This design comes from an exercise in tuning for small area and a short achievable clock period on the open sky130 flow, not from production work.
RTL that was checked went through simulation tests only; none was proved equivalent to the original.
Power is estimated from default activity; no workload was simulated.

==> onyx <==
## chronos_ex
module chronos_ex (
	input clk,
	input rst,               
	input in_valid,
	input [31:0] inst,
	input [31:0] pc,
	input [31:0] rs1_data,
	input [31:0] rs2_data,
	output reg out_valid,
	output reg [31:0] result,
	output reg br_taken,
	output reg [31:0] br_target,
	output [31:0] mem_wdata,
	output reg [3:0] mem_wmask
);
Settings: LEC_CHECK=0, CAP_MARGIN=20, CORE_MARGIN=2, CORE_UTILIZATION=40, SETUP_SLACK_MARGIN=2.5, SLEW_MARGIN=20; clock period 5.5 ns.
standard.sh (not shown) runs the stock make flow with config.mk's settings and CLKGATE_MAP_FILE= SYNTH_SCRIPT=/design/flow/synth_recipe.tcl, a recipe that flattens the netlist after the stock synthesis.
==> flow/flow/run.sh <==
#!/bin/bash
# Own layout flow: the standard layout (standard.sh, standard synthesis
# unchanged), except that buffer_ports gives every port a buf_1 buffer.
# make's full output goes to standard.log; each ORFS step logs under orfs/logs/.
set -euo pipefail
export BUFFER_PORTS_ARGS="-buffer_cell sky130_fd_sc_hd__buf_1"
bash standard.sh > standard.log 2>&1
==> willow (differences from onyx) <==
==> flow/design.v (replaced) <==
module decode_alu (
	input [31:0] inst,
	input [31:0] rs1,
	input [31:0] rs2,
	output [31:0] a,
	output [31:0] b,
	output [31:0] d,
	output [12:0] ctl
);
	wire [6:0] opc = inst[6:0];
	wire [2:0] f3 = inst[14:12];
	wire is_op    = opc == 7'b0110011;
	wire is_opimm = opc == 7'b0010011;
	wire is_lui   = opc == 7'b0110111;
	wire is_load  = opc == 7'b0000011;
	wire is_store = opc == 7'b0100011;
	wire is_br    = opc == 7'b1100011;
	wire is_alu   = is_op | is_opimm;
	wire is_sll   = is_alu & (f3 == 3'd1);
	wire is_sr    = is_alu & (f3 == 3'd5);
	wire is_slt   = is_alu & (f3[2:1] == 2'b01);
	wire do_sub   = is_op & (f3 == 3'd0) & inst[30];
	wire do_add   = (is_alu & (f3 == 3'd0)) | is_load | is_store | is_lui;
	wire sub = do_sub | is_slt | (is_br & f3[2]);
	wire [31:0] ar;
	genvar i;
	generate for (i = 0; i < 32; i = i + 1) begin : g_rev
		assign ar[i] = rs1[31 - i];
	end endgenerate
	assign a = is_sll ? ar : (rs1 & {32{~is_lui}});
	wire [31:0] iimm = {{20{inst[31]}}, inst[31:20]};
	wire [31:0] simm = {{20{inst[31]}}, inst[31:25], inst[11:7]};
	wire [31:0] bsel = is_lui ? {inst[31:12], 12'b0} :
	                   is_store ? simm :
	                   (is_opimm | is_load) ? iimm : rs2;
	assign b = bsel ^ {32{sub}};
	assign d = {rs2[31:16] & {16{f3 == 3'd2}}, rs2[15:8] & {8{f3 == 3'd1 || f3 == 3'd2}},
	            rs2[7:0] & {8{f3[2] == 1'b0 && f3[1:0] != 2'b11}}};
	wire is_xor = is_alu & (f3 == 3'd4);
	wire is_or  = is_alu & (f3 == 3'd6);
	wire is_and = is_alu & (f3 == 3'd7);
	wire br_x = is_br & (f3[2:1] == 2'b00);
	wire kp = do_add | is_xor | is_or | br_x;
	wire kg = is_or | is_and;
	wire en_lt = is_slt | (is_br & f3[2]);
	wire uns = is_br ? f3[1] : f3[0];
	wire ten = is_br & (f3[2:1] != 2'b01);
	wire inv = f3[0];
	wire arith = inst[30];
	wire [1:0] wk = ~is_store ? 2'd0 : (f3 == 3'd0) ? 2'd1 : (f3 == 3'd1) ? 2'd2 : (f3 == 3'd2) ? 2'd3 : 2'd0;
	assign ctl = {wk, arith, is_sr, is_sll, inv, ten, uns, en_lt, do_add, kg, kp, sub};
endmodule
module alu (
	input [31:0] a,
	input [31:0] b,
	input [10:0] ctl,
	output [31:0] alu_out,
	output taken
);
	wire sub = ctl[0];
	wire kp = ctl[1];
	wire kg = ctl[2];
	wire ce = ctl[3];
	wire en_lt = ctl[4];
	wire uns = ctl[5];
	wire ten = ctl[6];
	wire inv = ctl[7];
	wire kl = ctl[8];
	wire kr = ctl[9];
	wire arith = ctl[10];
	wire [31:0] p = a ^ b;
	wire [31:0] g = a & b;
	wire [32:0] c;
	prefix_carry #(.W(32)) pc0 (.p(p), .g(g), .ci(sub), .c(c));
	wire ltu = ~c[32];
	wire lt = uns ? ltu : (ltu ^ a[31] ^ ~b[31]);
	wire eq = ~|p;
	wire fill = arith & kr & a[31];
	wire [31:0] sr = $signed({fill, a}) >>> b[4:0];
	wire [31:0] sh;
	genvar i;
	generate for (i = 0; i < 32; i = i + 1) begin : g_sh
		assign sh[i] = (sr[i] & kr) | (sr[31 - i] & kl);
	end endgenerate
	wire [31:0] l = (p & {32{kp}}) | (g & {32{kg}});
	wire [31:0] r = (l ^ (c[31:0] & {32{ce}})) | sh;
	assign alu_out = {r[31:1], r[0] | (lt & en_lt)};
	assign taken = ten & ((en_lt ? lt : eq) ^ inv);
endmodule
module prefix_carry #(parameter W = 32) (
	input [W-1:0] p,
	input [W-1:0] g,
	input ci,
	output [W:0] c
);
	localparam L = $clog2(W);
	wire [W-1:0] gg [0:L];
	wire [W-1:0] pp [0:L];
	assign gg[0] = {g[W-1:1], g[0] | (p[0] & ci)};
	assign pp[0] = {p[W-1:1], 1'b0};
	genvar l, i;
	generate for (l = 0; l < L; l = l + 1) begin : g_lev
		for (i = 0; i < W; i = i + 1) begin : g_bit
			if ((i >> l) & 1) begin : g_op
				localparam integer J = ((i >> l) << l) - 1;
				assign gg[l+1][i] = gg[l][i] | (pp[l][i] & gg[l][J]);
				assign pp[l+1][i] = pp[l][i] & pp[l][J];
			end else begin : g_pass
				assign gg[l+1][i] = gg[l][i];
				assign pp[l+1][i] = pp[l][i];
			end
		end
	end endgenerate
	assign c = {gg[L], ci};
endmodule
module branch_gen (
	input [31:0] inst,
	input [31:0] pc,
	output [33:0] branch_lo      
);
	wire [11:0] bimm = {inst[31], inst[7], inst[30:25], inst[11:8]};
	wire [12:0] lo = {1'b0, pc[12:1]} + {1'b0, bimm};
	assign branch_lo = {bimm[11], lo[12], pc[31:13], lo[11:0], pc[0]};
endmodule
module branch_hi (
	input [33:0] branch_lo,
	output [31:0] branch_target
);
	wire sg = branch_lo[33];
	wire cy = branch_lo[32];
	wire [18:0] hi = branch_lo[31:13];
	wire [18:0] inc, dec;
	genvar i;
	generate for (i = 0; i < 19; i = i + 1) begin : g_id
		if (i == 0) begin : g0
			assign inc[i] = ~hi[i];
			assign dec[i] = ~hi[i];
		end else begin : gn
			assign inc[i] = hi[i] ^ (&hi[i-1:0]);
			assign dec[i] = hi[i] ^ ~(|hi[i-1:0]);
		end
	end endgenerate
	wire [18:0] hi_t = (cy == sg) ? hi : (cy ? inc : dec);
	assign branch_target = {hi_t, branch_lo[12:0]};
endmodule
module store_format (
	input [31:0] d,
	input [1:0] kind,       
	input [1:0] lane,
	output [31:0] write_data,
	output [3:0] write_mask
);
	assign write_data = d << {lane, 3'b000};
	wire [3:0] m = kind == 2'd1 ? 4'b0001 : kind == 2'd2 ? 4'b0011 : kind == 2'd3 ? 4'b1111 : 4'b0000;
	assign write_mask = kind == 2'd3 ? 4'b1111 : m << lane;
endmodule
module chronos_ex (
	input clk,
	input rst,               
	input in_valid,
	input [31:0] inst,
	input [31:0] pc,
	input [31:0] rs1_data,
	input [31:0] rs2_data,
	output reg out_valid,
	output reg [31:0] result,
	output reg br_taken,
	output reg [31:0] br_target,
	output [31:0] mem_wdata,
	output [3:0] mem_wmask
);
	wire [31:0] a_id, b_id, d_id;
	wire [12:0] ctl_id;
	decode_alu dec (
		.inst(inst), .rs1(rs1_data), .rs2(rs2_data),
		.a(a_id), .b(b_id), .d(d_id), .ctl(ctl_id));
	wire [33:0] tgt_id;
	branch_gen bgen (.inst(inst), .pc(pc), .branch_lo(tgt_id));
	reg v1;
	reg [31:0] a1, b1, d1;
	reg [33:0] tgt1;
	reg [12:0] ctl1;
	always @(posedge clk) begin
		v1 <= rst & in_valid;
		a1 <= a_id;
		b1 <= b_id;
		d1 <= d_id;
		tgt1 <= tgt_id;
		ctl1 <= ctl_id;
	end
	wire [31:0] alu_out;
	wire taken;
	alu _alu (.a(a1), .b(b1), .ctl(ctl1[10:0]), .alu_out(alu_out), .taken(taken));
	wire [31:0] tgt2;
	branch_hi bhi (.branch_lo(tgt1), .branch_target(tgt2));
	reg [31:0] d_q;
	reg [1:0] sk_q;
	always @(posedge clk) begin
		out_valid <= rst & v1;
		result <= alu_out;
		br_taken <= taken;
		br_target <= tgt2;
		d_q <= d1;
		sk_q <= ctl1[12:11];
	end
	store_format sf (.d(d_q), .kind(sk_q), .lane(result[1:0]),
		.write_data(mem_wdata), .write_mask(mem_wmask));
endmodule
==> flow/flow/run.sh (replaced) <==
#!/bin/bash
# Own layout flow: the standard layout (standard.sh, standard synthesis
# unchanged), except that buffer_ports gives every port a buf_2 buffer.
# make's full output goes to standard.log; each ORFS step logs under orfs/logs/.
set -euo pipefail
export BUFFER_PORTS_ARGS="-buffer_cell sky130_fd_sc_hd__buf_2"
bash standard.sh > standard.log 2>&1
Settings changed: CTS_BUF_LIST from default to sky130_fd_sc_hd__clkbuf_4 sky130_fd_sc_hd__clkbuf_8.
==> sierra (differences from onyx) <==
==> flow/design.v (replaced) <==
module decode_alu (
	input [31:0] inst,
	input [31:0] rs1,
	input [31:0] rs2,
	output [31:0] a,
	output [31:0] b,
	output [31:0] d,
	output [12:0] ctl
);
	wire [6:0] opc = inst[6:0];
	wire [2:0] f3 = inst[14:12];
	wire is_op    = opc == 7'b0110011;
	wire is_opimm = opc == 7'b0010011;
	wire is_lui   = opc == 7'b0110111;
	wire is_load  = opc == 7'b0000011;
	wire is_store = opc == 7'b0100011;
	wire is_br    = opc == 7'b1100011;
	wire is_alu   = is_op | is_opimm;
	wire is_sll   = is_alu & (f3 == 3'd1);
	wire is_sr    = is_alu & (f3 == 3'd5);
	wire is_slt   = is_alu & (f3[2:1] == 2'b01);
	wire do_sub   = is_op & (f3 == 3'd0) & inst[30];
	wire do_add   = (is_alu & (f3 == 3'd0)) | is_load | is_store | is_lui;
	wire i2 = inst[2], i4 = inst[4];
	wire rev = i4 & (f3 == 3'b001);                    
	wire shp = i4 & ~i2 & (f3[1:0] == 2'b01);          
	wire [4:0] shamt = inst[5] ? rs2[4:0] : inst[24:20];
	wire fill = inst[30] & f3[2] & rs1[31];
	wire [31:0] ar;
	genvar i;
	generate for (i = 0; i < 32; i = i + 1) begin : g_rev
		assign ar[i] = rs1[31 - i];
	end endgenerate
	wire [31:0] x0 = rev ? ar : rs1;
	wire [31:0] x1 = (shp & shamt[4]) ? {{16{fill}}, x0[31:16]} : x0;
	wire [31:0] x2 = (shp & shamt[3]) ? {{8{fill}}, x1[31:8]} : x1;
	assign a = x2 & {32{~i2}};
	wire i5 = inst[5], i6 = inst[6];
	wire sub_s = (i5 & i4 & ~i2 & (f3 == 3'd0) & inst[30]) |    
	             (i4 & ~i2 & (f3[2:1] == 2'b01)) |              
	             (i6 & f3[2]);                                  
	wire [31:0] iimm = {{20{inst[31]}}, inst[31:20]};
	wire [31:0] simm = {{20{inst[31]}}, inst[31:25], inst[11:7]};
	wire [31:0] uimm = {inst[31:12], 12'b0};
	wire [31:0] bsel = ~i5 ? iimm : i2 ? uimm : (i4 | i6) ? rs2 : simm;
	assign b = bsel ^ {32{sub_s}};
	assign d = {rs2[31:16] & {16{f3 == 3'd2}}, rs2[15:8] & {8{f3 == 3'd1 || f3 == 3'd2}},
	            rs2[7:0] & {8{f3[2] == 1'b0 && f3[1:0] != 2'b11}}};
	wire is_xor = is_alu & (f3 == 3'd4);
	wire is_or  = is_alu & (f3 == 3'd6);
	wire is_and = is_alu & (f3 == 3'd7);
	wire br_x = is_br & (f3[2:1] == 2'b00);
	wire kp = do_add | is_xor | is_or | br_x;
	wire kg = is_or | is_and;
	wire en_lt = is_slt | (is_br & f3[2]);
	wire uns = is_br ? f3[1] : f3[0];
	wire ten = is_br & (f3[2:1] != 2'b01);
	wire inv = f3[0];
	wire arith = inst[30];
	wire [1:0] wk = ~is_store ? 2'd0 : (f3 == 3'd0) ? 2'd1 : (f3 == 3'd1) ? 2'd2 : (f3 == 3'd2) ? 2'd3 : 2'd0;
	assign ctl = {wk, arith, is_sr, is_sll, inv, ten, uns, en_lt, do_add, kg, kp, sub_s};
endmodule
module alu (
	input [31:0] a,
	input [31:0] b,
	input [10:0] ctl,
	output [31:0] alu_out,
	output taken
);
	wire sub = ctl[0];
	wire kp = ctl[1];
	wire kg = ctl[2];
	wire ce = ctl[3];
	wire en_lt = ctl[4];
	wire uns = ctl[5];
	wire ten = ctl[6];
	wire inv = ctl[7];
	wire kl = ctl[8];
	wire kr = ctl[9];
	wire arith = ctl[10];
	wire [31:0] p = a ^ b;
	wire [31:0] g = a & b;
	wire [32:0] c;
	prefix_carry #(.W(32)) pc0 (.p(p), .g(g), .ci(sub), .c(c));
	wire ltu = ~c[32];
	wire lt = uns ? ltu : (ltu ^ a[31] ^ ~b[31]);
	wire eq = ~|p;
	wire fill = arith & kr & a[31];
	wire [31:0] sr = $signed({fill, a}) >>> b[2:0];
	wire [31:0] sh;
	genvar i;
	generate for (i = 0; i < 32; i = i + 1) begin : g_sh
		assign sh[i] = (sr[i] & kr) | (sr[31 - i] & kl);
	end endgenerate
	wire [31:0] l = (p & {32{kp}}) | (g & {32{kg}});
	wire [31:0] r = (l ^ (c[31:0] & {32{ce}})) | sh;
	assign alu_out = {r[31:1], r[0] | (lt & en_lt)};
	assign taken = ten & ((en_lt ? lt : eq) ^ inv);
endmodule
module prefix_carry #(parameter W = 32) (
	input [W-1:0] p,
	input [W-1:0] g,
	input ci,
	output [W:0] c
);
	localparam L = (W > 16) ? 5 : (W > 8) ? 4 : (W > 4) ? 3 : (W > 2) ? 2 : 1;
	wire [W-1:0] gg [0:L];
	wire [W-1:0] pp [0:L];
	assign gg[0] = {g[W-1:1], g[0] | (p[0] & ci)};
	assign pp[0] = {p[W-1:1], 1'b0};
	genvar l, i;
	generate for (l = 0; l < L; l = l + 1) begin : g_lev
		for (i = 0; i < W; i = i + 1) begin : g_bit
			if ((i >> l) & 1) begin : g_op
				localparam integer J = ((i >> l) << l) - 1;
				assign gg[l+1][i] = gg[l][i] | (pp[l][i] & gg[l][J]);
				assign pp[l+1][i] = pp[l][i] & pp[l][J];
			end else begin : g_pass
				assign gg[l+1][i] = gg[l][i];
				assign pp[l+1][i] = pp[l][i];
			end
		end
	end endgenerate
	assign c = {gg[L], ci};
endmodule
module branch_gen (
	input [31:0] inst,
	input [31:0] pc,
	output [33:0] branch_lo      
);
	wire [11:0] bimm = {inst[31], inst[7], inst[30:25], inst[11:8]};
	wire [12:0] lo = {1'b0, pc[12:1]} + {1'b0, bimm};
	assign branch_lo = {bimm[11], lo[12], pc[31:13], lo[11:0], pc[0]};
endmodule
module branch_hi (
	input [33:0] branch_lo,
	output [31:0] branch_target
);
	wire sg = branch_lo[33];
	wire cy = branch_lo[32];
	wire [18:0] hi = branch_lo[31:13];
	wire dn = sg & ~cy;
	wire [18:0] x = hi ^ {19{dn}};
	wire [18:0] t;
	genvar i;
	generate for (i = 0; i < 19; i = i + 1) begin : g_t
		if (i == 0) begin : g0
			assign t[i] = 1'b1;
		end else begin : gn
			assign t[i] = &x[i-1:0];
		end
	end endgenerate
	wire [18:0] hi_t = hi ^ (t & {19{cy ^ sg}});
	assign branch_target = {hi_t, branch_lo[12:0]};
endmodule
module store_format (
	input [31:0] d,
	input [1:0] kind,       
	input [1:0] lane,
	output [31:0] write_data,
	output [3:0] write_mask
);
	assign write_data = d << {lane, 3'b000};
	wire [3:0] m = kind == 2'd1 ? 4'b0001 : kind == 2'd2 ? 4'b0011 : kind == 2'd3 ? 4'b1111 : 4'b0000;
	assign write_mask = kind == 2'd3 ? 4'b1111 : m << lane;
endmodule
module chronos_ex (
	input clk,
	input rst,               
	input in_valid,
	input [31:0] inst,
	input [31:0] pc,
	input [31:0] rs1_data,
	input [31:0] rs2_data,
	output reg out_valid,
	output reg [31:0] result,
	output reg br_taken,
	output reg [31:0] br_target,
	output [31:0] mem_wdata,
	output [3:0] mem_wmask
);
	wire [31:0] a_id, b_id, d_id;
	wire [12:0] ctl_id;
	decode_alu dec (
		.inst(inst), .rs1(rs1_data), .rs2(rs2_data),
		.a(a_id), .b(b_id), .d(d_id), .ctl(ctl_id));
	wire [33:0] tgt_id;
	branch_gen bgen (.inst(inst), .pc(pc), .branch_lo(tgt_id));
	reg v1;
	reg [31:0] a1, b1, d1;
	reg [33:0] tgt1;
	reg [12:0] ctl1;
	always @(posedge clk) begin
		v1 <= rst & in_valid;
		a1 <= a_id;
		b1 <= b_id;
		d1 <= d_id;
		tgt1 <= tgt_id;
		ctl1 <= ctl_id;
	end
	wire [31:0] alu_out;
	wire taken;
	alu _alu (.a(a1), .b(b1), .ctl(ctl1[10:0]), .alu_out(alu_out), .taken(taken));
	wire [31:0] tgt2;
	branch_hi bhi (.branch_lo(tgt1), .branch_target(tgt2));
	reg [31:0] d_q;
	reg [1:0] sk_q;
	always @(posedge clk) begin
		out_valid <= rst & v1;
		result <= alu_out;
		br_taken <= taken;
		br_target <= tgt2;
		d_q <= d1;
		sk_q <= ctl1[12:11];
	end
	store_format sf (.d(d_q), .kind(sk_q), .lane(result[1:0]),
		.write_data(mem_wdata), .write_mask(mem_wmask));
endmodule
Settings changed: CAP_MARGIN 20 to 0, CORE_UTILIZATION 40 to 55, CTS_BUF_LIST from default to sky130_fd_sc_hd__clkbuf_8 sky130_fd_sc_hd__clkbuf_16, CTS_CLUSTER_DIAMETER from default to 60, CTS_CLUSTER_SIZE from default to 24, SETUP_SLACK_MARGIN 2.5 to 2.6, SLEW_MARGIN 20 to 0.
==> results.txt <==
Worst setup slack before clock tree synthesis: willow 1540 ps; onyx 1801 ps; sierra 2121 ps
Portion of the clock cycle consumed by the worst path in the final layout: willow 53.08%; onyx 54.29%; sierra 51.10%
Distinct cell type count of the synthesized netlist: willow 74; onyx 65; sierra 62
GPL Wtd Cong: willow 0.9489; onyx 0.9031; sierra 0.9320
Largest clock skew in the final design: willow 16.44 ps; onyx 14.21 ps; sierra 14.15 ps
Design area: willow 14580 um^2; onyx 14730 um^2; sierra 13690 um^2
Worst stage delay on the critical path: willow 470 ps; onyx 440 ps; sierra 400 ps
Register bit count reported by yosys: willow 244; onyx 252; sierra 244
Power, Total: willow 4451 uW; onyx 4902 uW; sierra 4214 uW
Comb power frac: willow 16.8%; onyx 18.8%; sierra 21.5%
Sequential portion of the cell area: willow 33.53%; onyx 34.34%; sierra 35.75%
Clock net power: willow 1740 uW; onyx 1790 uW; sierra 1300 uW
Cell Int Power: willow 3222 uW; onyx 3396 uW; sierra 2935 uW
Status: willow no timing/DRC/antenna violations; onyx no timing/DRC/antenna violations; sierra no timing/DRC/antenna violations
For onyx and willow, only the layout was checked, not whether the RTL still works.

## what the ideal ports hide
The flow's constraints put no driver on any port. The routed layouts listed below were extracted and timed again, unchanged, in two steps. Step 1 sets driving cells, clkbuf_16 on the clock port and buf_2 on the other inputs (assumed; they add their load-dependent delay and slew). Step 2 moves the port delays by t, midway between the first and last clock arrival at a register: inputs arrive t later, outputs are due t later. That takes back most of the time a late clock gives input paths. Slacks: no drivers / after step 1 / after step 2; pairs: no drivers / after step 1.
run | t (ns) | slack for setup (ns) | worst hold slack (ns)
onyx | 0.597 | 2.514 / 2.514 / 2.126 | 0.327 / 0.327 / 0.327
willow | 0.584 | 2.581 / 2.586 / 2.022 | 0.320 / 0.320 / 0.320
sierra | 0.547 | 2.690 / 2.652 / 2.196 | 0.319 / 0.319 / 0.319
After both steps setup and hold are still met in every run listed. The setup slack of willow, which loses most, moves by +0.005 ns with the drivers and by -0.559 ns with both steps.
